What follows belongs to an exercise in optimizing a design on an open flow for small area; a production flow would make more cautious choices.
Function was checked by simulation only, so behaviour that the tests miss may differ from the original.
Power is estimated from default activity; no workload was simulated.

## the reference run
==> module balance_cntrl, before the edit <==
module balance_cntrl(clk, rst_n, vld, pwr_up, ptch, ld_cell_diff, rider_off, en_steer,
		     cnt_nxt, lft_ge, lft_rev, rght_ge, rght_rev, too_fast);
  input clk, rst_n;
  input vld;
  input pwr_up;
  input [15:0] ptch;
  input [11:0] ld_cell_diff;
  input rider_off;
  input en_steer;
  input [10:0] cnt_nxt;		 
  output lft_ge;		 
  output lft_rev;
  output rght_ge;
  output rght_rev;
  output too_fast;
  reg [17:0] full_integrator;
  reg [9:0] prev_ptch_err, intermediate;
  wire [9:0] e = ptch[15] ? (&ptch[14:9] ? ptch[9:0] : 10'h200) :
			     (|ptch[14:9] ? 10'h1FF : ptch[9:0]);
  wire [17:0] next_integrator;
  wire ni_co;
  rc_add #(18) u_int(.a(full_integrator), .b({{8{e[9]}}, e}), .ci(1'b0), .s(next_integrator), .co(ni_co));
  wire ov = (e[9] & full_integrator[17] & ~next_integrator[17]) |
	    (~e[9] & ~full_integrator[17] & next_integrator[17]);
  always @(posedge clk)
	if(rider_off | ~pwr_up)
		full_integrator <= 18'h0;
	else if(vld & ~ov)
		full_integrator <= next_integrator;
  always @(posedge clk, negedge rst_n)
	if(!rst_n) begin
		prev_ptch_err <= 10'h0;
		intermediate <= 10'h0;
	end
	else if(vld) begin
		prev_ptch_err <= intermediate;
		intermediate <= e;
	end
  wire [9:0] dd;
  wire dd_co;
  rc_add #(10) u_dd(.a(e), .b(~prev_ptch_err), .ci(1'b1), .s(dd), .co(dd_co));
  wire [6:0] d = dd[9] ? (&dd[8:6] ? dd[6:0] : 7'h40) :
			 (|dd[8:6] ? 7'h3F : dd[6:0]);
  wire [11:0] I = full_integrator[13:2];
  wire [14:0] pid;
  pid_sum u_pid(.e(e), .d(d), .I(I), .y(pid));
  wire [8:0] st = ld_cell_diff[11:3];
  wire [14:0] st_l = en_steer ? ~{{6{st[8]}}, st} : 15'h0;	 
  wire [14:0] st_r = en_steer ?  {{6{st[8]}}, st} : 15'h0;
  wire ci_l = en_steer;
  wire ci_r = 1'b0;
  wire [14:0] tl, tr;
  wire tl_co, tr_co;
  rc_add #(15) u_tl(.a(pid), .b(st_l), .ci(ci_l), .s(tl), .co(tl_co));
  rc_add #(15) u_tr(.a(pid), .b(st_r), .ci(ci_r), .s(tr), .co(tr_co));
  wire [10:0] lspd_n, rspd_n;
  wire lrev_n, rrev_n;
  torque_shape u_l(.t(tl), .spd(lspd_n), .rev(lrev_n));
  torque_shape u_r(.t(tr), .spd(rspd_n), .rev(rrev_n));
  wire lge_n, rge_n;
  rc_carry #(11) u_lge(.a(cnt_nxt), .b(~lspd_n), .ci(1'b1), .co(lge_n));
  rc_carry #(11) u_rge(.a(cnt_nxt), .b(~rspd_n), .ci(1'b1), .co(rge_n));
  wire tf_n = (lspd_n[10] & lspd_n[9] & (|lspd_n[8:0])) | (rspd_n[10] & rspd_n[9] & (|rspd_n[8:0]));
  reg lft_ge_f, rght_ge_f, lft_rev_f, rght_rev_f, tf_f;
  always_ff@(posedge clk) begin
		lft_ge_f <= lge_n;
		rght_ge_f <= rge_n;
		lft_rev_f <= lrev_n;
		rght_rev_f <= rrev_n;
		tf_f <= tf_n;
  end
  assign lft_ge = lft_ge_f;
  assign rght_ge = rght_ge_f;
  assign lft_rev = lft_rev_f;
  assign rght_rev = rght_rev_f;
  assign too_fast = pwr_up & tf_f;
endmodule
==> module steer_en_SM, before the edit <==
module steer_en_SM(clk, rst_n, lft_load, rght_load, tmr_full, en_steer, rider_off, clr_tmr, load_cell_diff);
  input clk;
  input rst_n;
  input [11:0] lft_load, rght_load;
  input tmr_full;
  output reg en_steer;
  output reg rider_off;
  output reg clr_tmr;
  output [11:0] load_cell_diff;
  localparam IDLE = 2'd0, WAIT = 2'd1, STEER = 2'd2;
  reg [1:0] state, nxt_state;
  wire [11:0] sum_lo;
  wire sum_hi;
  rc_add #(12) u_sum(.a(lft_load), .b(rght_load), .ci(1'b0), .s(sum_lo), .co(sum_hi));
  wire [12:0] sum = {sum_hi, sum_lo};
  wire sum_gt_min = sum > 13'h220;
  wire sum_lt_min = sum < 13'h1E0;
  wire [11:0] dif;
  wire dif_co;
  rc_add #(12) u_dif(.a(lft_load), .b(~rght_load), .ci(1'b1), .s(dif), .co(dif_co));
  wire sgn = dif[11];
  wire [11:0] dif_oc = dif ^ {12{sgn}};
  wire abs_co;
  rc_inc #(12) u_abs(.a(dif_oc), .ci(sgn), .s(load_cell_diff), .co(abs_co));
  wire diff_gt_1_4;
  rc_carry #(12) u_c14(.a(load_cell_diff), .b(~{1'b0, sum[12:2]}), .ci(1'b0), .co(diff_gt_1_4));
  wire [8:0] q = sum[12:4];
  wire [11:0] y_lo;
  wire y_co;
  rc_add #(12) u_y(.a(load_cell_diff), .b({3'b000, q}), .ci(1'b0), .s(y_lo), .co(y_co));
  wire [12:0] y = {y_co, y_lo};
  wire diff_gt_15_16;
  rc_carry #(9) u_c1516(.a(y[12:4]), .b(~q), .ci(|y[3:0]), .co(diff_gt_15_16));
  always_ff@(posedge clk, negedge rst_n)
    if(!rst_n)
      state <= IDLE;
    else
      state <= nxt_state;
  always_comb begin
    clr_tmr = 0;
    en_steer = 0;
    rider_off = 1;
    nxt_state = IDLE;
    case(state)
    IDLE: if(sum_gt_min) begin
      clr_tmr = 1;
      rider_off = 0;
      nxt_state = WAIT;
    end
    WAIT: if(sum_lt_min) begin
      rider_off = 1;
      nxt_state = IDLE;
    end
    else if(diff_gt_1_4) begin
      clr_tmr = 1;
      nxt_state = WAIT;
      rider_off = 0;
    end
    else if(tmr_full) begin
      en_steer = 1;
      nxt_state = STEER;
      rider_off = 0;
    end
    else begin
      nxt_state = WAIT;
      rider_off = 0;
    end
    STEER: if(sum_lt_min) begin
      rider_off = 1;
      nxt_state = IDLE;
    end
    else if(diff_gt_15_16) begin
      clr_tmr = 1;
      nxt_state = WAIT;
      rider_off = 0;
    end
    else begin
      en_steer = 1;
      nxt_state = STEER;
      rider_off = 0;
    end
    default: nxt_state = IDLE;
    endcase
  end
endmodule
export LEC_CHECK = 0
export CAP_MARGIN = 20
export CORE_MARGIN = 2
export CORE_UTILIZATION = 40
export CTS_BUF_LIST = sky130_fd_sc_hd__clkbuf_8
export CTS_CLUSTER_DIAMETER = 80
export CTS_CLUSTER_SIZE = 16
export PLACE_DENSITY = 0.6
export SLEW_MARGIN = 20
create_clock -name core_clock -period 20.0 [get_ports {clk}]
standard.sh (not shown) runs the stock make flow with config.mk's settings and CLKGATE_MAP_FILE= SYNTH_SCRIPT=/design/flow/synth_recipe.tcl, a recipe that flattens the netlist after the stock synthesis.
==> flow/flow/run.sh <==
#!/bin/bash
# The standard layout (standard.sh) with three changes:
#  1. after the standard synthesis, the combinational cells (all but the
#     flip-flops, adder cells and tie cells) are re-mapped by ABC with an
#     area-leaning script (resynth.tcl, abc_resynth.script);
#  2. clock tree synthesis adds no dummy loads;
#  3. the port buffers use the smallest buffer cell.
# Each tool's output goes to a log file in this folder (and ORFS's own logs).
set -euo pipefail
R=$PWD/orfs/results/$FLOW_PLATFORM/Segway/base
bash standard.sh synth > standard_synth.log 2>&1
cp $R/1_2_yosys.v $R/1_2_yosys_std.v
RESYNTH_RESULTS=$R yosys -c flow/resynth.tcl > resynth.log 2>&1
rm -f $R/1_synth.odb $R/1_synth.sdc
bash standard.sh \
  "CTS_ARGS=-sink_clustering_enable -repair_clock_nets -sink_clustering_size 16 -sink_clustering_max_diameter 80 -buf_list sky130_fd_sc_hd__clkbuf_8 -dont_use_dummy_load" \
  "BUFFER_PORTS_ARGS=-buffer_cell sky130_fd_sc_hd__buf_1" \
  finish > standard.log 2>&1
Other scripts of this flow, unchanged in this note and not shown: flow/flow/abc_resynth.script, flow/flow/resynth.tcl
Inputs modified between the reference run and the trial run:
-- flow/design.v --
<<< the reference run, line 553
  wire [14:0] pid;
  pid_sum u_pid(.e(e), .d(d), .I(I), .y(pid));
  wire [8:0] st = ld_cell_diff[11:3];
  wire [14:0] st_l = en_steer ? ~{{6{st[8]}}, st} : 15'h0;	 
  wire [14:0] st_r = en_steer ?  {{6{st[8]}}, st} : 15'h0;
  wire ci_l = en_steer;
  wire ci_r = 1'b0;
  wire [14:0] tl, tr;
  wire tl_co, tr_co;
>>> the trial run, line 553
  wire [14:0] pid;
  pid_sum u_pid(.e(e), .d(d), .I(I), .y(pid));
  wire [11:0] dif = ld_cell_diff;
  wire [14:0] D8 = {{6{dif[11]}}, dif[11:3]};
  wire nz = |dif[2:0];
  wire neg = dif[11] & (|dif[10:0]);
  wire [14:0] st_l = en_steer ? (neg ? D8 : ~D8) : 15'h0;
  wire [14:0] st_r = en_steer ? (neg ? ~D8 : D8) : 15'h0;
  wire ci_l = en_steer & (neg ? nz : 1'b1);
  wire ci_r = en_steer & neg & ~nz;
  wire [14:0] tl, tr;
  wire tl_co, tr_co;
<<< the reference run, line 688
  wire sgn = dif[11];
  wire [11:0] dif_oc = dif ^ {12{sgn}};
  wire abs_co;
  rc_inc #(12) u_abs(.a(dif_oc), .ci(sgn), .s(load_cell_diff), .co(abs_co));
  wire diff_gt_1_4;
  rc_carry #(12) u_c14(.a(load_cell_diff), .b(~{1'b0, sum[12:2]}), .ci(1'b0), .co(diff_gt_1_4));
  wire [8:0] q = sum[12:4];
  wire [11:0] y_lo;
  wire y_co;
  rc_add #(12) u_y(.a(load_cell_diff), .b({3'b000, q}), .ci(1'b0), .s(y_lo), .co(y_co));
  wire [12:0] y = {y_co, y_lo};
  wire diff_gt_15_16;
>>> the trial run, line 691
  wire sgn = dif[11];
  wire [11:0] dif_oc = dif ^ {12{sgn}};
  assign load_cell_diff = dif;	 
  wire diff_gt_1_4;
  rc_carry #(12) u_c14(.a(dif_oc), .b(~{1'b0, sum[12:2]}), .ci(sgn), .co(diff_gt_1_4));
  wire [8:0] q = sum[12:4];
  wire [11:0] y_lo;
  wire y_co;
  rc_add #(12) u_y(.a(dif_oc), .b({3'b000, q}), .ci(sgn), .s(y_lo), .co(y_co));
  wire [12:0] y = {y_co, y_lo};
  wire diff_gt_15_16;
### Flow results
- [compare] base=the reference run new=the trial run: part of the power in registers up 1.9 points; wire length higher; effective utilization at floorplan ~0 delta; pin count of the biggest net entering global routing moved down.
- Floorplan die area up about 0.54% in the trial run wrt the reference run

what the ideal ports hide:
Ports are ideal in the flow. The routed layouts listed here were re-timed in OpenROAD. Step 1: set_driving_cell puts a clkbuf_16 on clk and a buf_2 on each other input, an assumption about the parent block. Step 2 moves the port delays by t, midway between the first and last clock arrival at a register: inputs arrive t later, outputs are due t later. That takes back most of the time a late clock gives input paths. Three values: no drivers, after step 1, after step 2; two values: the first two.
| run | t, ns | slack for setup (ns) | worst slew at a driven data input, ns |
|---|---|---|---|
| the reference run | 0.625 | 1.016 / 1.016 / 1.016 | 0.03 |
| the trial run | 0.615 | 0.877 / 0.877 / 0.877 | 0.04 |
After both steps setup and hold are still met in every run listed.
